Background: an optimization exercise with open tools, aiming at a short achievable clock period and few clock cycles. Do not read the settings as production practice. Function was checked by simulation only, so behaviour that the tests miss may differ from the original. Power is estimated from default activity; no workload was simulated.

**design.v**
```verilog
module mips(input clk,
	    input rst,
	    output [31:0] pc,
	    input  [31:0] instr,
	    output [6:0]  dmem_addr,
	    input  [31:0] dmem_rdata,
	    output        wb_en,
	    output [4:0]  wb_reg,
	    output [31:0] wb_data
 );
reg [31:0] pc_f;
reg [31:0] ras;
reg        v_d;
reg [31:0] ir_d;
reg [31:0] pc1_d;
reg [31:0] pred_d;
reg        wen_e;
reg [4:0]  dest_e;
reg [31:0] a_e, b_e, btgt_e;
reg        fa_e, fb_e;
reg        add_e, sub_e, and_e, or_e, slt_e, passb_e, ld_e, beq_e, jr_e;
reg [6:0]  daddr;
reg        wen_w;
reg [4:0]  dest_w;
reg [31:0] data_w;
reg [31:0] rf [1:31];
wire [5:0] op_d = ir_d[31:26];
wire [4:0] rs_d = ir_d[25:21];
wire [4:0] rt_d = ir_d[20:16];
wire [4:0] rd_d = ir_d[15:11];
wire [5:0] fn_d = ir_d[5:0];
wire [31:0] imm_d = {{16{ir_d[15]}}, ir_d[15:0]};
wire r_d    = (op_d == 6'b000000);
wire lw_d   = (op_d == 6'b100011);
wire addi_d = (op_d == 6'b001000);
wire andi_d = (op_d == 6'b001100);
wire ori_d  = (op_d == 6'b001101);
wire beq_d  = (op_d == 6'b000100);
wire jr_d   = (op_d == 6'b100000);
wire jal_d  = (op_d == 6'b111000);
wire radd_d = r_d & ((fn_d == 6'b100000) | (fn_d == 6'b011000));
wire rsub_d = r_d & (fn_d == 6'b100010);
wire rand_d = r_d & ((fn_d == 6'b100100) | (fn_d == 6'b001100));
wire ror_d  = r_d & ((fn_d == 6'b100101) | (fn_d == 6'b001101));
wire rslt_d = r_d & (fn_d == 6'b101010);
wire rok_d  = radd_d | rsub_d | rand_d | ror_d | rslt_d;
wire immop_d = addi_d | andi_d | ori_d;
wire [4:0] dest_d = rok_d ? rd_d :
                    (lw_d | immop_d) ? rt_d :
                    jal_d ? 5'd31 : 5'd0;
wire wen_d = v_d & (dest_d != 5'd0);
wire [31:0] rfa = (rs_d == 5'd0) ? 32'd0 : rf[rs_d];
wire [31:0] rfb = (rt_d == 5'd0) ? 32'd0 : rf[rt_d];
wire [31:0] va_d = (wen_w && dest_w == rs_d) ? data_w : rfa;
wire [31:0] vb_d = (wen_w && dest_w == rt_d) ? data_w : rfb;
wire stall = v_d & lw_d & wen_e & (dest_e == rs_d);
wire [31:0] A = fa_e ? data_w : a_e;
wire [31:0] B = fb_e ? data_w : b_e;
wire [31:0] sum  = A + B;
wire [31:0] diff = A - B;
wire        lt   = A < B;
wire        eq   = (A == B);
wire [31:0] res = ({32{add_e}}   & sum)
                | ({32{sub_e}}   & diff)
                | ({32{and_e}}   & (A & B))
                | ({32{or_e}}    & (A | B))
                | {31'd0, slt_e & lt}
                | ({32{passb_e}} & B)
                | ({32{ld_e}}    & dmem_rdata);
wire redirect = (beq_e & eq) | (jr_e & ~eq);
wire [31:0] target = jr_e ? A : btgt_e;
wire [31:0] pc1_f = pc_f + 32'd1;
wire [5:0]  op_f  = instr[31:26];
wire        j_f   = (op_f == 6'b110000) | (op_f == 6'b111000);
wire        jal_f = (op_f == 6'b111000);
wire        jr_f  = (op_f == 6'b100000);
wire [31:0] npc_f = stall ? pc_f :
                    j_f   ? {pc1_f[31:26], instr[25:0]} :
                    jr_f  ? ras : pc1_f;
wire [31:0] next_pc = redirect ? target : npc_f;
wire go = v_d & ~stall & ~redirect;
integer i;
always @(posedge clk) begin
	if (rst) begin
		pc_f  <= 32'd0;
		ras   <= 32'd0;
		v_d   <= 1'b0;
		wen_e <= 1'b0;
		beq_e <= 1'b0;
		jr_e  <= 1'b0;
		wen_w <= 1'b0;
	end else begin
		pc_f <= next_pc;
		if (jal_f & ~stall)
			ras <= pc1_f;
		if (redirect)
			v_d <= 1'b0;
		else if (~stall)
			v_d <= 1'b1;
		wen_e <= go & wen_d;
		beq_e <= go & beq_d;
		jr_e  <= go & jr_d;
		wen_w <= wen_e;
	end
end
always @(posedge clk) begin
	if (~stall) begin
		ir_d   <= instr;
		pc1_d  <= pc1_f;
		pred_d <= ras;
	end
	dest_e  <= dest_d;
	a_e     <= va_d;
	b_e     <= immop_d ? imm_d : jal_d ? pc1_d : jr_d ? pred_d : vb_d;
	btgt_e  <= pc1_d + imm_d;
	fa_e    <= wen_e & (dest_e == rs_d);
	fb_e    <= wen_e & (dest_e == rt_d) & ~immop_d & ~jal_d & ~jr_d;
	add_e   <= radd_d | addi_d;
	sub_e   <= rsub_d;
	and_e   <= rand_d | andi_d;
	or_e    <= ror_d | ori_d;
	slt_e   <= rslt_d;
	passb_e <= jal_d;
	ld_e    <= lw_d;
	daddr   <= va_d[6:0] + imm_d[6:0];
	dest_w  <= dest_e;
	data_w  <= res;
end
always @(posedge clk) begin
	if (rst) begin
		for (i = 1; i < 32; i = i + 1)
			rf[i] <= 32'd0;
	end else if (wen_w)
		rf[dest_w] <= data_w;
end
assign pc        = pc_f;
assign dmem_addr = daddr;
assign wb_en     = wen_w;
assign wb_reg    = dest_w;
assign wb_data   = data_w;
endmodule
```
**constraint.sdc**
```tcl
create_clock -name core_clock -period 9.0 [get_ports {clk}]
set_input_delay 1.8000 -clock core_clock [delete_from_list [all_inputs] [get_ports {clk}]]
set_output_delay 1.8000 -clock core_clock [all_outputs]
set_load 0.01 [all_outputs]
```
**run.sh**
```bash
#!/bin/bash
# synth_recipe.tcl (not shown) runs the flow's synth.tcl, then flattens the netlist and writes it again
# the make line also repeats each setting of config.mk as NAME=value (left out here)
make -C /OpenROAD-flow-scripts/flow DESIGN_CONFIG=/design/flow/config.mk WORK_HOME=/design/flow/orfs CLKGATE_MAP_FILE= SYNTH_SCRIPT=/design/flow/synth_recipe.tcl finish
```
**config.mk**
```make
export PLATFORM = sky130hd
export DESIGN_NAME = mips
export DESIGN_NICKNAME = mips
export VERILOG_FILES = /design/flow/design.v
export SDC_FILE = /design/flow/constraint.sdc
export NUM_CORES = 4
export LEC_CHECK = 0
export ABC_CLOCK_PERIOD_IN_PS = 2000
export CAP_MARGIN = 20
export CORE_MARGIN = 2
export CORE_UTILIZATION = 40
export SETUP_SLACK_MARGIN = 5
export SLEW_MARGIN = 20
```
==> run summary <==
==> flip-flops by register name, summed over array words and instances, names as in the netlist, 7 cells and up, named ones only <==
register	cells
a_e	32
b_e	32
btgt_e	32
daddr	7
data_w	32
ir_d	32
pc1_d	32
pc_f	32
pred_d	32
ras	32
rf	1024
==> where the power goes <==
group	total [µW]	internal, µW	switching [µW]
clock	6070	3450	2630
combinational	3130	1090	2030
sequential	7300	7060	240
total	16500	11600	4900
==> metrics by stage <==
step / area (µm²) / total power [µW] / cells
finish: 83680 / 16500 / 8029
floorplan: 73670 / 8984 / 5454
CTS: 83150 / 16430 / 8000
global route: 83670 / 16940 / 8026
global placement: 77560 / 10320 / 7698
detailed placement: 77570 / 10350 / 7698
==> cell families (layout without fill, tap and decap cells) <==
group                      after synthesis  in the layout  synth area share, %
muxes                                  772            772                21.45
xor gates and xnor gates                98             98                1.165
AOI/OAI and AO/OA                      737            738                6.650
other                                    0              4                    0
and+or+nand+nor                       1722           1735                12.89
DFF                                   1353           1353                51.99
adders and majority gates              147            147                2.538
buffers and inverters                  625            718                3.319
==> path summary, 6_finish.rpt <==
| check | cells past startpoint | slack (ps) | start | end |
|---|---|---|---|---|
| worst max-delay path | 6 | 4920 | flip-flop | b_e[19]$_DFF_P_ |
| worst min-delay path | 0 | 400 | dest_e[2]$_DFF_P_ | dest_w[2]$_DFF_P_ |
| worst max register to register | 6 | 4920 | flip-flop | b_e[19]$_DFF_P_ |
| worst min register to register | 0 | 400 | dest_e[2]$_DFF_P_ | dest_w[2]$_DFF_P_ |
==> layer usage <==
layer / part of all wire (%) / global-route usage [%] / vias to the layer above
li1: - / - / 20642
met1: 39 / 39.48 / 25996
met2: 45 / 43.18 / 3105
met3: 11 / 5.821 / 529
met4: 5.0 / 12.67 / 8
met5: 0.020 / 0 / -
==> placed cells by master (no fill, tap or decap), types with 40 or more instances in the layout <==
cell             count
edfxtp_1          1120
and2_1            1004
mux4_2             640
nand2_1            248
dfxtp_1            212
nor2_1             209
a21oi_1            167
clkbuf_16          159
ha_1               139
clkdlybuf4s50_1    138
o21ai_0            130
inv_1              123
buf_4               91
mux2i_1             71
xnor2_1             61
o21ai_1             53
clkbuf_1            51
mux2_2              49
a221oi_1            48
buf_6               43
nor3_1              40
==> area by class of cell <==
class                   count  area [µm²]
diodes                      4       10.01
clock buffers             214        4185
clock inverters            55       523.0
fillers                 16331       99400
inverters                 134       505.5
multi-input cells        3490       33590
flip-flops and latches   1353       38350
well taps                2464        3083
repair buffers            315        3440
==> what timing repair did <==
| item | CTS | global route |
|---|---|---|
| resized for setup | 126 | 58 |
| gates cloned | 14 | 7 |
| setup endpoints to repair | 854 | 392 |
| setup buffers | 19 | 18 |
| pin swaps | 10 | 6 |
==> flow_metrics.env <==
export IMPL_drc=0
export IMPL_crit_type="flip-flop to flip-flop"
export IMPL_clk_pin_slew_worst_paths_ps=60
export IMPL_drt_iter0_markers=6901
export IMPL_synth_edff_count=1120
export IMPL_antenna_found_initial=33
export IMPL_port_buffers=142
export IMPL_drt_pass1_iter_count=8
export IMPL_synth_cells=5454
export IMPL_cap_violations=0
export IMPL_setup_tns_ps=0
export IMPL_cpMostUsedCell="mux4_2"
export IMPL_period_share_pct=45.35
export IMPL_insertion_delay_ps=800
export IMPL_tritoncts="done"
export IMPL_synth_area_leaders="edfxtp_1 (46%), mux4_2 (20%), and2_1 (8.5%)"
export IMPL_slew_headroom_pct=18.63
export IMPL_cts_buffers=151
export IMPL_dr_total_vias=50280
export IMPL_critPathSlowestCell="dfxtp_4"
export IMPL_io_pin_count=143
export IMPL_period_minus_slack_ps=4082
export IMPL_root_buffer="clkbuf_16"
export IMPL_vdd_drop_max_mv=0.1982
export IMPL_crit_path_start_kind="flip-flop"
export IMPL_ys_seq_elements=1353
export IMPL_p_per_area_nw_per_um2=197.1
export IMPL_final_hold_violation_count=0
export IMPL_synth_most_common_cell="edfxtp_1"
export IMPL_outcome="finished clean"
export IMPL_layout_drive_gt1_share_pct=22.35
export IMPL_crit_path_cell_trace="buf_12, mux4_2, mux4_2, mux2_2, a221oi_1, o31ai_1"
export IMPL_grt_pass1_wl_um=374500
export IMPL_rows=157
export IMPL_synth_top_area_share_pct=45.66
export IMPL_fin_nets=5658
export IMPL_cp_slowest_stage_delay_ps=740
export IMPL_routed_wl_um=270800
export IMPL_grt_ovfl_total=0
export IMPL_rsz0062_at_grt="true"
export IMPL_cts_sinks=1353
export IMPL_place_congestion=0.9720
export IMPL_leakagePower_uw=0.03030
export IMPL_syn_to_final_growth_pct=13.61
export IMPL_synth_cell_type_count=90
export IMPL_cts_buffer_depth=3
export IMPL_crit_fanout=101
export IMPL_critPathTopFamily="multiplexers"
export IMPL_arrival_ps=4660
export IMPL_dieHeight_um=433.1
export IMPL_post_route_util_pct=45.71
export IMPL_tightest_slew_ps=1219
export IMPL_final_max_slew_viol_count=0
export IMPL_via_per_inst=6.262
export IMPL_yosysTopAreaCell="edfxtp_1"
export IMPL_grt_pass1_vias=48572
export IMPL_setup_violations=0
export IMPL_hold_class="flip-flop to flip-flop"
export IMPL_holdBufCountCts=0
export IMPL_ys_seq_area_share_pct=51.99
export IMPL_syn_cell_area_um2=73660
export IMPL_worstPathRequired_ps=9580
export IMPL_die_w_um=433.1
export IMPL_fin_worst_skew_ps=29.64
export IMPL_ys_top_cells_by_count="edfxtp_1 (1120), and2_1 (1003), mux4_2 (640), clkbuf_1 (393), nand2_1 (251)"
export IMPL_grt_usage_pct=28.44
export IMPL_path_buf_inv=1
export IMPL_detail_route_antenna_nets=0
export IMPL_initial_core_util_pct=40.23
export IMPL_grt_max_degree=102
export IMPL_synth_top_flop_cell="edfxtp_1"
export IMPL_place_ws_ps=3372
export IMPL_synth_avg_cell_area_um2=13.51
export IMPL_hold_slack_ps=404.3
export IMPL_htree_levels=4
export IMPL_wire_per_inst_um=33.73
export IMPL_endpoint_kind="flip-flop"
export IMPL_core_area_um2=183100
export IMPL_die_area_um2=187600
export IMPL_async_reset_ff_share_pct=0
export IMPL_fmax_ghz=0.2450
export IMPL_dpl_hpwl_um=168900
export IMPL_ys_warn_count=1
export IMPL_synthesis_nets=5667
export IMPL_setup_ws_ps=4918
Testbench counts, summed over its fixed seeds: cycles 17,918.

==> re-timing with driven ports <==
The results above use ideal ports. As a check the final layout listed here was re-extracted and re-timed, cells and wires unchanged.
Step 1 sets driving cells, clkbuf_16 on the clock port and buf_2 on the other inputs (assumed; they add their load-dependent delay and slew).
Step 2 times the ports against the registers' clock, not the clock port: input delays grow and output delays shrink by t, the midpoint of the rising clock arrivals with the driver on.
a / b / c = ideal / step 1 / step 2; a / b = the first two.
t, ns: 0.877
setup slack, ns: 4.918 / 4.918 / 4.185
worst hold slack (ns): 0.404 / 0.404 / 0.404
worst setup path after step 2: input to register
After both steps this run still meets setup and hold. For this run, drivers alone change the setup slack by 0.000 ns; drivers and shift together by -0.733 ns.
